What follows belongs to an exercise in optimizing a design on an open flow for small area and a short achievable clock period; a production flow would make more cautious choices.
Where RTL was checked, it was by simulation tests only, not by an equivalence proof against the original.
Power figures rest on the tool's default switching activity, not on a simulated workload.

Design risc16b, start of the top module:
module risc16b
  (
   input wire          clk,
   input wire          rst,
   output logic [15:0] i_addr,
   output logic        i_oe,
   input wire [15:0]   i_din,
   output logic [15:0] d_addr,
   output logic        d_oe,
   input wire [15:0]   d_din,
   output logic [15:0] d_dout,
   output logic [1:0]  d_we
   );
Size in the first run: ~1600 cells after synthesis, about 86 I/O pins, ~13000 sq um of cells after synthesis.
Settings: LEC_CHECK=0, ABC_AREA=1, CAP_MARGIN=20, CORE_MARGIN=2, CORE_UTILIZATION=70, PLACE_DENSITY=0.8, SETUP_SLACK_MARGIN=5, SLEW_MARGIN=20, TNS_END_PERCENT=0; clock period 7.0 ns.
run.sh (not shown) runs the stock make flow with config.mk's settings and CLKGATE_MAP_FILE= SYNTH_SCRIPT=/design/flow/synth_recipe.tcl, a recipe that flattens the netlist after the stock synthesis.
Rerun with:
Settings changed: SETUP_SLACK_MARGIN 5 to 4.5.
Outcome: The changed run finished with timing, DRC and antenna clean. Combinational power stays flat. Design area stays the same. Register-to-register slack stays flat. Via count is unchanged.
Rerun with:
Settings changed: CORE_UTILIZATION 70 to 65, PLACE_DENSITY 0.8 to 0.75, SETUP_SLACK_MARGIN 4.5 to 4.0.
What happened:
- The changed run passed the timing, DRC and antenna checks
- synthesized cell count is unchanged
- flip-flop and latch count is unchanged
- clock-buffer cell count increases by 4
- routed wire length came out lower by a few percent
- via count decreases by a few percent
- die area rises by a little under a tenth
- first-iteration DRC count came out lower by about a fifth
- cell count rises slightly
- final area falls by a few percent
- total power came out higher slightly
- non-clock buffer count went down by 3
Rerun with:
Settings changed: CORE_UTILIZATION 65 to 70, CTS_BUF_LIST set to sky130_fd_sc_hd__clkbuf_4 sky130_fd_sc_hd__clkbuf_8, PLACE_DENSITY 0.75 to 0.8, SETUP_SLACK_MARGIN 4.0 to 4.5.
After rerunning:
- combinational power climbs by 8.9%
- die area went down by 6.9%
- fmax rises by 8.5%
- count of clock-buffer cells in the layout grows by 12
- core utilization went up by 7.7 points

== north ==
risc16b, a different RTL version from the one above (not shown whole).
Size in the first run: roughly 1100 cells after synthesis, ~210 flip-flops, about 86 I/O pins, ~12000 um2 of cells after synthesis.
clock: 7.0 ns
lec_check: 0
cap_margin: 20
core_margin: 2
core_utilization: 40
place_density: 0.6
setup_slack_margin: 3.8
slew_margin: 20
tns_end_percent: 0
No stage failed in north, and the final checks on the layout all came back clean.
Input changes introduced in south (baseline for comparison: north):
Settings: putting ABC_AREA at 1 where nothing was set.
Notes after the runs:
- Compared with north, in south post-synth design cell area up 9.4%; non-clock buffer count went down 11%.
- Delta(minimum hold slack, south - north) < 0
- In south, the cell area after placement came out 1300 um2 above the value in north.
- Compared to north, south has critical path depth 11 higher.
- ~same overall power after layout in north and south
No run of this note included a check of the RTL's function; only the layout flow was run.

The RTL this note starts from:
==> flow/design.v <==
`default_nettype none
module risc16b
  (
   input wire          clk,
   input wire          rst,
   output logic [15:0] i_addr,
   output logic        i_oe,
   input wire [15:0]   i_din,
   output logic [15:0] d_addr,
   output logic        d_oe,
   input wire [15:0]   d_din,
   output logic [15:0] d_dout,
   output logic [1:0]  d_we
   );
   logic [15:0] pc;         
   logic [15:0] ir1;        
   logic        v1;         
   logic [15:0] rf [8];     
   logic [15:0] opa;        
   logic [15:0] opb;        
   logic [2:0]  dst;        
   logic        inv_r;      
   logic        a_rsb;      
   logic        arith;      
   logic        c_p, c_g, c_x, c_y, c_ny;   
   logic        s_l8, s_r8, s_l1, s_r1;     
   logic        is_lw, is_lbu;
   logic        we;         
   logic        st_w, st_b, ld_oe;
   logic        dsel;       
   wire [15:0] x = opa;
   wire [15:0] y = opb;
   wire [15:0] p   = x ^ y;
   wire [15:0] g   = x & y;
   wire [15:0] u   = {p[15:9], p[8] ^ a_rsb, x[7:0]};
   wire [15:0] v   = {g[14:9], (x[8] & y[8]) | (a_rsb & p[8]), 1'b0, y[7:0]};
   wire [15:0] sum = u + v;
   wire [15:0] lu = (p & {16{c_p}}) | (g & {16{c_g}}) |
                    (x & {16{c_x}}) | (y & {16{c_y}}) | (~y & {16{c_ny}});
   wire [15:0] sh = ({y[7:0], 8'd0} & {16{s_l8}}) | ({8'd0, y[15:8]} & {16{s_r8}}) |
                    ({y[14:0], 1'b0} & {16{s_l1}}) | ({1'b0, y[15:1]} & {16{s_r1}});
   wire [7:0]  lbyte = y[0] ? d_din[7:0] : d_din[15:8];
   wire [15:0] ld = ({16{is_lw}} & d_din) | {8'd0, lbyte & {8{is_lbu}}};
   wire [15:0] res = lu | sh | ld | ((sum ^ {16{inv_r}}) & {16{arith}});
   wire [15:0] kz = inv_r ? {u[14:0] & v[14:0], 1'b0} : {u[14:0] | v[14:0], 1'b0};
   wire        z_arith = ((u ^ v ^ {16{inv_r}} ^ kz) == 16'd0);
   wire        z_ls    = ((lu | sh) == 16'd0);
   wire        zlo     = (d_din[7:0] == 8'd0);
   wire        zhi     = (d_din[15:8] == 8'd0);
   wire        z_ld    = is_lw ? (zlo & zhi) : (y[0] ? zlo : zhi);
   wire        res_zero = arith ? z_arith : (is_lw | is_lbu) ? z_ld : z_ls;
   assign d_addr = y;
   assign d_oe   = ld_oe;
   assign d_dout = {dsel ? x[7:0] : x[15:8], x[7:0]};
   assign d_we   = {st_w | (st_b & y[0]), st_w | (st_b & ~y[0])};
   wire [15:0] wdata = res & {16{~rst}};
   always_ff @(posedge clk)
     for (int i = 0; i < 8; i++)
       if (rst | (we & (dst == i)))
         rf[i] <= wdata;
   wire [4:0] op1 = ir1[15:11];
   wire [4:0] fn1 = ir1[4:0];
   wire [2:0] d1  = ir1[10:8];
   wire [2:0] s1  = ir1[7:5];
   wire [15:0] rfa = rf[d1];
   wire [15:0] rfb = rf[s1];
   wire        fwd_a = we & (d1 == dst);
   wire        fwd_b = we & (s1 == dst);
   wire z = fwd_a ? res_zero : (rfa == 16'd0);
   wire n = fwd_a ? res[15] : rfa[15];
   wire taken = v1 & ((op1 == 5'b10000 &  z) | (op1 == 5'b10001 & ~z) |
                      (op1 == 5'b10010 &  n) | (op1 == 5'b10011 & ~n) |
                      (op1 == 5'b11000));
   wire [7:0]  lo_t;
   wire        c8;
   assign {c8, lo_t} = {1'b0, pc[7:0]} + {1'b0, ir1[7:0]};
   wire [7:0]  hi_inc = pc[15:8] + 8'd1;
   wire [7:0]  hi_dec = pc[15:8] - 8'd1;
   wire [6:0]  lo_inc;
   wire        c8i;
   assign {c8i, lo_inc} = {1'b0, pc[7:1]} + 8'd1;
   wire        s8 = ir1[7];
   wire [15:0] target = {(c8 & ~s8) ? hi_inc : (~c8 & s8) ? hi_dec : pc[15:8], lo_t};
   wire [15:0] pc2    = {c8i ? hi_inc : pc[15:8], lo_inc, pc[0]};
   wire        rform1 = (op1 == 5'b00000);
   wire [3:0]  aop1   = rform1 ? fn1[3:0] : op1[3:0];
   wire        lw1    = rform1 & (fn1 == 5'b10001);
   wire        lbu1   = rform1 & (fn1 == 5'b10011);
   wire        wr1    = ~op1[4] & ~(rform1 & fn1[4] & ~fn1[0]);
   logic [15:0] af;                        
   always_comb
     for (int i = 0; i < 16; i++)
       af[i] = wr1 & ~lw1 & ~lbu1 & (aop1 == i);
   wire        ok1    = v1 & ~rst;
   wire [15:0] imm1   = {{8{(op1 == 5'b00100) & ir1[7]}}, ir1[7:0]};
   wire [15:0] asel1  = fwd_a ? res : rfa;
   wire [15:0] bsel1  = ~rform1 ? imm1 : fwd_b ? res : rfb;
   always_ff @(posedge clk) begin
      pc     <= (taken ? target : pc2) & {16{~rst}};
      v1     <= ~rst;
      ir1    <= i_din;
      opa    <= asel1 ^ {16{af[5] | af[12]}};
      opb    <= bsel1;
      a_rsb  <= af[12];
      dst    <= d1;
      inv_r  <= af[5];
      arith  <= af[4] | af[5] | af[12];
      c_p    <= af[3] | af[11];
      c_g    <= af[10] | af[11];
      c_x    <= af[0];
      c_y    <= af[1];
      c_ny   <= af[2];
      s_l8   <= af[6];
      s_r8   <= af[7];
      s_l1   <= af[8];
      s_r1   <= af[9];
      is_lw  <= lw1;
      is_lbu <= lbu1;
      we     <= ok1 & wr1;
      st_w   <= ok1 & rform1 & (fn1 == 5'b10000);
      st_b   <= ok1 & rform1 & (fn1 == 5'b10010);
      ld_oe  <= ok1 & rform1 & fn1[4] & fn1[0];
      dsel   <= fn1[1];
   end
   assign i_addr = pc;
   assign i_oe   = 1'b1;
endmodule
`default_nettype wire
Settings: LEC_CHECK=0, ABC_AREA=1, CAP_MARGIN=20, CORE_MARGIN=2, CORE_UTILIZATION=65, PLACE_DENSITY=0.75, SETUP_SLACK_MARGIN=4.5, SLEW_MARGIN=20, TNS_END_PERCENT=0; clock period 7.0 ns.
==> next run, changes <==
- CORE_UTILIZATION: 65 -> 80
- PLACE_DENSITY: 0.75 -> 0.85
This time the run never finished: it broke off in 5_1_grt with GRT-0116; synthesized cell count does not change; synthesized area stays the same.

[separate check: timing with driven ports]
The results above use ideal ports. As a check the final layouts listed here were re-extracted and re-timed, cells and wires unchanged. Step 1, drivers: a clkbuf_16 drives clk and a buf_2 each remaining input, both assumed. Step 2 also shifts input and output timing later by t, the mid clock arrival at the registers, as if the neighbouring blocks saw the same clock. Three values: no drivers, after step 1, after step 2; two values: the first two.
| run | t (ns) | slack for setup (ns) | cell pins on the clock port's net |
|---|---|---|---|
| the first run of note 1 | 0.573 | 4.024 / 3.977 / 3.509 | 1 |
| the second run of note 1 | 0.573 | 4.024 / 3.977 / 3.509 | 1 |
| the third run of note 1 | 0.558 | 3.750 / 3.703 / 3.312 | 1 |
| the fourth run of note 1 | 0.571 | 4.006 / 3.960 / 3.466 | 1 |
| north | 0.573 | 2.055 / 2.055 / 1.580 | 1 |
| south | 0.579 | 3.070 / 3.070 / 2.697 | 1 |
| the first run of note 3 | 0.550 | 3.981 / 3.981 / 3.547 | 1 |
After both steps setup and hold are still met in every run listed. The setup slack of the fourth run of note 1, which loses most, moves by -0.046 ns with the drivers and by -0.540 ns with both steps.
